Source: an optimization exercise on an open RTL-to-GDS flow (aim: small area, a short achievable clock period and few clock cycles). Production flows keep margins and buffers that such runs may drop.
Where RTL was checked, it was by simulation tests only, not by an equivalence proof against the original.

==> trial 34: inputs <==
## aoc_day2
module aoc_day2 (
    input         clock,
    input         reset,
    input  [63:0] data_value,
    input         data_valid,
    output        data_ready,
    output        result_valid,
    output [63:0] result_value
);
clock: 5.0 ns
lec_check: 0
cap_margin: 20
core_margin: 2
core_utilization: 40
slew_margin: 20
run.sh (not shown) runs the stock make flow with config.mk's settings and CLKGATE_MAP_FILE= SYNTH_SCRIPT=/design/flow/synth_recipe.tcl, a recipe that flattens the netlist after the stock synthesis.
==> inputs of trial 72, as changes to trial 34 <==
CAP_MARGIN = 5   (was 20)
CORE_UTILIZATION = 65   (was 40)
PLACE_DENSITY = 0.75   (was default)
SLEW_MARGIN = 5   (was 20)
==> inputs of build 95, as changes to trial 34 <==
CORE_UTILIZATION = 65   (was 40)
PLACE_DENSITY = 0.75   (was default)
==> run summary <==
In build 95 the final cell count is lower than in trial 34, by about 9%. In build 95 the sequential share of layout area is higher than in trial 34, by 0.48 points. Against trial 72, the first-iteration DRC count of trial 34 is lower by 37%. In register-to-register slack, trial 72 and build 95 hardly differ. In sequential cell count, build 95 and trial 34 do not differ. In worst hold slack, trial 72 and build 95 do not differ. Area after synthesis is the same in trial 72 and trial 34. Of build 95 and trial 34, trial 34 has the higher worst setup slack (gap 0.011 ns).
No functional check of the RTL was part of any run of this note.

========
==> inputs of run a <==
Another version of the RTL of aoc_day2 (not shown whole).
clock: 5.0 ns
lec_check: 0
abc_area: 1
cap_margin: 20
core_margin: 2
core_utilization: 40
setup_slack_margin: 1.5
slew_margin: 20
==> inputs of run b, as changes to run a <==
--- a/flow/design.v
+++ b/flow/design.v
@@ -360,24 +360,36 @@
     wire hbc88 = (hbc62 & hbs63) | (hbc62 & y_h[18]) | (hbs63 & y_h[18]);
     wire hbs89 = hbc64 ^ hbs65 ^ y_h[16];
     wire hbc90 = (hbc64 & hbs65) | (hbc64 & y_h[16]) | (hbs65 & y_h[16]);
     wire hbs91 = hbc66 ^ y_h[17];
     wire hbc92 = hbc66 & y_h[17];
     wire [16:0] hbra93 = {y_h[19], hbc92, hbc90, hbc88, hbc86, hbc84, hbc82, hbc80, hbc78, hbc76, hbc74, hbc72, hbc70, hbc68, hbs67, y_h[1], y_h[0]};
     wire [16:0] hbrb94 = {1'b0, y_h[18], hbs91, hbs89, hbs87, hbs85, hbs83, hbs81, hbs79, hbs77, hbs75, hbs73, hbs71, hbs69, y_h[8], y_h[4], 1'b0};
-    wire [16:0] y_hb = hbra93 + hbrb94;
+    reg        p_v, p_e, p_b, p_even;
+    reg [3:0]  p_dg;
+    reg [16:0] p_ha, p_hb;
+    always @(posedge clock) begin
+        p_v    <= ~reset & y_v;
+        p_e    <= y_e;
+        p_dg   <= y_dg;
+        p_b    <= y_b;
+        p_even <= y_even;
+        p_ha   <= hbra93;
+        p_hb   <= hbrb94;
+    end
+    wire [16:0] y_hb = p_ha + p_hb;
     reg        q_v, q_e, q_b;
     reg [3:0]  q_dg;
     reg [16:0] q_h;
     always @(posedge clock) begin
-        q_v  <= ~reset & y_v;
-        q_e  <= y_e;
-        q_dg <= y_dg;
-        q_h  <= y_even ? y_hb : 17'd0;
-        q_b  <= y_even & y_b;
+        q_v  <= ~reset & p_v;
+        q_e  <= p_e;
+        q_dg <= p_dg;
+        q_h  <= p_even ? y_hb : 17'd0;
+        q_b  <= p_even & p_b;
     end
     wire pp95 = q_h[0] & q_h[1];
     wire pp96 = q_h[0] & q_h[2];
     wire pp97 = q_h[0] & q_h[3];
     wire pp98 = q_h[0] & q_h[4];
     wire pp99 = q_h[0] & q_h[5];
     wire pp100 = q_h[0] & q_h[6];
- SETUP_SLACK_MARGIN: 1.5 -> 1.2
==> impl_metrics.toml <==
[floorplanning]
tapCellCount = 1650

[run_status]
status = "finished clean"

[global_route]
gr-usage-met2 = 0.338

[placement]
dpl.hpwl_mm = 99.5

[final_layout]
fin_util = 0.497

[min_path]
hold_end = "c3_bcd[0]$_DFF_P_"

[logic_synthesis]
seq_area_frac_synth = 0.234
the above is filed under run a

==> impl_metrics.toml <==
[floorplanning]
tapCellCount = 1662

[logic_synthesis]
seq_area_frac_synth = 0.245

[placement]
dpl.hpwl_mm = 105

[global_route]
gr-usage-met2 = 0.355

[run_status]
status = "finished clean"
the above is filed under run b

Testbench counts of run b, summed over its fixed seeds: cycles 464.
For run a, only the layout was checked, not whether the RTL still works.

==> afterwards: timing with drivers on the ports <==
The results above use ideal ports. As a check the final layouts listed here were re-extracted and re-timed, cells and wires unchanged. Step 1 assumes that a clkbuf_16 drives the clock port and a buf_2 every other input. Step 2 adds t to the input delays and takes it off the output delays; t is the mean of the earliest and latest rising clock arrival at the registers after step 1. Input paths then give back, and output paths get back, about the clock's delay inside the block. a / b / c = ideal / step 1 / step 2; a / b = the first two.
run | shift t [ns] | slack for setup (ns) | worst setup path after step 2
trial 34 | 0.673 | 0.198 / 0.198 / 0.198 | register to register
trial 72 | 0.675 | 0.187 / 0.187 / 0.187 | register to register
build 95 | 0.675 | 0.187 / 0.187 / 0.187 | register to register
run a | 0.732 | 0.753 / 0.753 / 0.753 | register to register
run b | 0.754 | 1.107 / 1.107 / 1.107 | register to register
After both steps setup and hold are still met in every run listed.
